Background: an optimization exercise with open tools, aiming at small area, a short achievable clock period and few clock cycles per item. Do not read the settings as production practice.
The RTL was checked by simulation tests, not by an equivalence proof against the original design.

==> inputs of job 3656 <==
==> flow/design.v (excerpt) <==
module cordic #(
    parameter WL = 16,       
    parameter FL = 14,       
    parameter N_ITER = 15    
)(
    input  wire                clk,         
    input  wire                rst_n,       
    input  wire                start,       
    input  wire signed [WL-1:0] angle_in,   
    output reg  signed [WL-1:0] cos_out,    
    output reg  signed [WL-1:0] sin_out,    
    output reg                 done         
);
    reg signed [WL-1:0] atan_i;
    always @(*) begin
        case (i)
            5'd0:    atan_i = 16'sb0011_0010_0100_0100;    
            5'd1:    atan_i = 16'sb0001_1101_1010_1100;    
            5'd2:    atan_i = 16'sb0000_1111_1010_1110;    
            5'd3:    atan_i = 16'sb0000_0111_1111_0101;    
            5'd4:    atan_i = 16'sb0000_0011_1111_1111;    
            5'd5:    atan_i = 16'sb0000_0010_0000_0000;    
            5'd6:    atan_i = 16'sb0000_0001_0000_0000;    
            5'd7:    atan_i = 16'sb0000_0000_1000_0000;    
            5'd8:    atan_i = 16'sb0000_0000_0100_0000;    
            5'd9:    atan_i = 16'sb0000_0000_0010_0000;    
            5'd10:   atan_i = 16'sb0000_0000_0001_0000;    
            5'd11:   atan_i = 16'sb0000_0000_0000_1000;    
            5'd12:   atan_i = 16'sb0000_0000_0000_0100;    
            5'd13:   atan_i = 16'sb0000_0000_0000_0010;    
            5'd14:   atan_i = 16'sb0000_0000_0000_0001;    
            default: atan_i = 16'sb0000_0000_0000_0000;
        endcase
    end
    reg signed [WL-1:0] x;               
    reg signed [WL-1:0] y;               
    reg signed [WL-1:0] z;               
    reg [4:0] i;                         
    reg [1:0] state, next_state;         
    localparam IDLE   = 2'd0;
  ...
==> module cordic, before the edit <==
module cordic #(
    parameter WL = 16,       
    parameter FL = 14,       
    parameter N_ITER = 15    
)(
    input  wire                clk,         
    input  wire                rst_n,       
    input  wire                start,       
    input  wire signed [WL-1:0] angle_in,   
    output reg  signed [WL-1:0] cos_out,    
    output reg  signed [WL-1:0] sin_out,    
    output reg                 done         
);
    reg signed [WL-1:0] atan_i;
    always @(*) begin
        case (i)
            5'd0:    atan_i = 16'sb0011_0010_0100_0100;    
            5'd1:    atan_i = 16'sb0001_1101_1010_1100;    
            5'd2:    atan_i = 16'sb0000_1111_1010_1110;    
            5'd3:    atan_i = 16'sb0000_0111_1111_0101;    
            5'd4:    atan_i = 16'sb0000_0011_1111_1111;    
            5'd5:    atan_i = 16'sb0000_0010_0000_0000;    
            5'd6:    atan_i = 16'sb0000_0001_0000_0000;    
            5'd7:    atan_i = 16'sb0000_0000_1000_0000;    
            5'd8:    atan_i = 16'sb0000_0000_0100_0000;    
            5'd9:    atan_i = 16'sb0000_0000_0010_0000;    
            5'd10:   atan_i = 16'sb0000_0000_0001_0000;    
            5'd11:   atan_i = 16'sb0000_0000_0000_1000;    
            5'd12:   atan_i = 16'sb0000_0000_0000_0100;    
            5'd13:   atan_i = 16'sb0000_0000_0000_0010;    
            5'd14:   atan_i = 16'sb0000_0000_0000_0001;    
            default: atan_i = 16'sb0000_0000_0000_0000;
        endcase
    end
    reg signed [WL-1:0] x;               
    reg signed [WL-1:0] y;               
    reg signed [WL-1:0] z;               
    reg [4:0] i;                         
    reg [1:0] state, next_state;         
    localparam IDLE   = 2'd0;
    localparam ROTATE = 2'd1;
    localparam DONE   = 2'd2;
    localparam signed [WL-1:0] K = 16'sd9949;
    always @(posedge clk or negedge rst_n) begin
        if (!rst_n)
            state <= IDLE;
        else
            state <= next_state;
    end
    always @(*) begin
        case (state)
            IDLE:    next_state = start ? ROTATE : IDLE;
            ROTATE:  next_state = (i == N_ITER-1) ? DONE : ROTATE;
            DONE:    next_state = IDLE;
            default: next_state = IDLE;
        endcase 
    end
    always @(posedge clk or negedge rst_n) begin
        if (!rst_n) begin
            cos_out <= 0;
            sin_out <= 0;
            i       <= 0;
        end 
        else begin
            case (state)
                IDLE: begin
                    if (start) begin
                        x <= K;          
                        y <= 0;          
                        z <= angle_in;   
                        i <= 0;          
                    end
                end
                ROTATE: begin
                    if (z[WL-1] == 0) begin
                        x <= x - (y >>> i);
                        y <= y + (x >>> i);
                        z <= z - atan_i;
                    end 
                    else begin
                        x <= x + (y >>> i);
                        y <= y - (x >>> i);
                        z <= z + atan_i;
                    end
                    i <= i + 1;   
                end
                DONE: begin
                    cos_out <= x;   
                    sin_out <= y;   
                end
            endcase
        end
    end
    always @(posedge clk or negedge rst_n) begin
        if (!rst_n)
            done <= 0;
        else begin
            case (state)
                IDLE:    done <= 0;
                DONE:    done <= 1;
                default: done <= done;
            endcase
        end
    end
endmodule
Settings: LEC_CHECK=0, CAP_MARGIN=20, CORE_MARGIN=2, CORE_UTILIZATION=40, SLEW_MARGIN=20; clock period 7.0 ns.
run.sh (not shown) runs the stock make flow with config.mk's settings and CLKGATE_MAP_FILE= SYNTH_SCRIPT=/design/flow/synth_recipe.tcl, a recipe that flattens the netlist after the stock synthesis.
==> job 6595: changes against job 3656 <==
==> flow/design.v (replaced) <==
module cordic (
    input  wire               clk,
    input  wire               rst_n,
    input  wire               start,
    input  wire signed [15:0] angle_in,
    output wire signed [15:0] cos_out,
    output wire signed [15:0] sin_out,
    output reg                done
);
    localparam signed [15:0] K = 16'sd9949;
    reg signed [15:0] x, y, z;
    reg [3:0] cnt;       
    reg [3:0] cntb;      
    reg px;              
    reg busy;
    wire [15:0] atan_i =
          ({16{cnt == 4'd1}} & 16'h1DAC) | ({16{cnt == 4'd2}} & 16'h0FAE)
        | ({16{cnt == 4'd3}} & 16'h07F5) | ({16{cnt == 4'd4}} & 16'h03FF)
        | ({16{cnt == 4'd5}} & 16'h0200) | ({16{cnt == 4'd6}} & 16'h0100)
        | ({16{cnt == 4'd7}} & 16'h0080) | ({16{cnt == 4'd8}} & 16'h0040)
        | ({16{cnt == 4'd9}} & 16'h0020) | ({16{cnt == 4'd10}} & 16'h0010)
        | ({16{cnt == 4'd11}} & 16'h0008) | ({16{cnt == 4'd12}} & 16'h0004)
        | ({16{cnt == 4'd13}} & 16'h0002) | ({16{cnt == 4'd14}} & 16'h0001);
    wire dz = ~z[15];                        
    wire signed [15:0] yc = y ^ {16{px}};
    wire signed [15:0] xc = x ^ {16{z[15]}};      
    wire signed [15:0] ysh = yc >>> cnt;
    wire signed [15:0] xsh = xc >>> (~cntb);
    wire [15:0] x_n = x + ysh + {15'd0, px};
    wire [15:0] y_n = y + xsh + {15'd0, z[15]};
    wire [15:0] z_n = z + (atan_i ^ {16{dz}}) + {15'd0, dz};
    wire d0 = ~angle_in[15];
    wire [15:0] z1 = d0 ? angle_in - 16'h3244 : angle_in + 16'h3244;
    wire [15:0] z_v = start ? z1 : z_n;
    always @(posedge clk) begin
        if (start) begin
            x   <= K;
            y   <= d0 ? K : -K;
        end else begin
            x   <= x_n;
            y   <= y_n;
        end
        if (start) begin
            cnt  <= 4'd1;
            cntb <= ~4'd1;
        end else begin
            cnt  <= cnt + 4'd1;
            cntb <= cntb - 4'd1;
        end
    end
    always @(posedge clk) begin
        z  <= z_v;
        px <= ~z_v[15];
    end
    wire last = (cnt == 4'd14);
    always @(posedge clk or negedge rst_n) begin
        if (!rst_n) begin
            busy <= 1'b0;
            done <= 1'b0;
        end else begin
            busy <= start | (busy & ~last);
            done <= busy & last;
        end
    end
    assign cos_out = x;
    assign sin_out = y;
endmodule
- ABC_AREA: default -> 1
- CORE_UTILIZATION: 40 -> 45
- CTS_BUF_LIST: default -> sky130_fd_sc_hd__clkbuf_4
- CTS_CLUSTER_SIZE: default -> 20
- SETUP_SLACK_MARGIN: default -> 3.85
==> comparison table <==
| metric | job 3656 | job 6595 |
|---|---|---|
| Status | finished clean | finished clean |
| Fraction of final layout cells sized beyond drive strength 1 | 0.137 | 0.0955 |
| Clock latency (worst-skew pair) | 370 ps | 470 ps |
| Maximum number of pins on one net before global-route repair | 45 | 34 |
| Post-synthesis mux area share | 0.141 | 0.00617 |
| GRT met1 Usage | 0.293 | 0.309 |
| Final worst-path cycle share | 0.855 | 0.425 |
| Nature of the critical path endpoint | register | output port |
| Final std cell area, no fill | 9360 um^2 | 7610 um^2 |
| Slowest CP cell | sky130_fd_sc_hd__dfrtp_2 | sky130_fd_sc_hd__clkdlybuf4s50_1 |
| Well Taps | 270 | 180 |
| Post-route non-filler standard cell count | 1195 | 1283 |
| Worst clock skew | 13.4 ps | 14.7 ps |
| Global routing usage summed across all routing layers | 0.204 | 0.248 |
| Hold_sp | done | cnt[0] |
| Number of non-clock buffers in the layout | 65 | 77 |
| Post-synthesis register bit count | 88 | 59 |
| Signal arrival time at the worst endpoint | 6200 ps | 1570 ps |
| Arithmetic-cell share of the synthesized area counting full adders, half adders and majority gates | 0.0938 | 0.134 |
| Routed via count | 6841 | 6732 |
| Effective utilization at floorplan | 0.411 | 0.464 |
Testbench counts of job 3656, summed over its fixed seeds: cycles 27,208, items 1,600.
Testbench counts of job 6595, summed over its fixed seeds: cycles 24,008, items 1,600.

port drivers added, routing unchanged:
No port has a modelled driver above. Below, the same layouts with a new extraction and two added sets of constraints.
Step 1 sets driving cells, clkbuf_16 on the clock port and buf_2 on the other inputs (assumed; they add their load-dependent delay and slew).
Step 2 times the ports against the registers' clock, not the clock port: input delays grow and output delays shrink by t, the midpoint of the rising clock arrivals with the driver on.
a / b / c = no drivers / after step 1 / after step 2; a / b = the first two.
run	t (ns)	setup slack, ns	hold WS [ns]	latest minus earliest clock arrival (ns)	cell pins on the clock port's net
job 3656	0.401	1.016 / 1.016 / 1.016	0.505 / 0.505 / 0.505	0.013 / 0.013	1
job 6595	0.502	4.026 / 3.991 / 3.556	0.489 / 0.489 / 0.489	0.015 / 0.015	1
After both steps every run listed still meets setup and hold. For job 6595, which loses most, drivers alone change the setup slack by -0.035 ns; drivers and shift together by -0.470 ns.
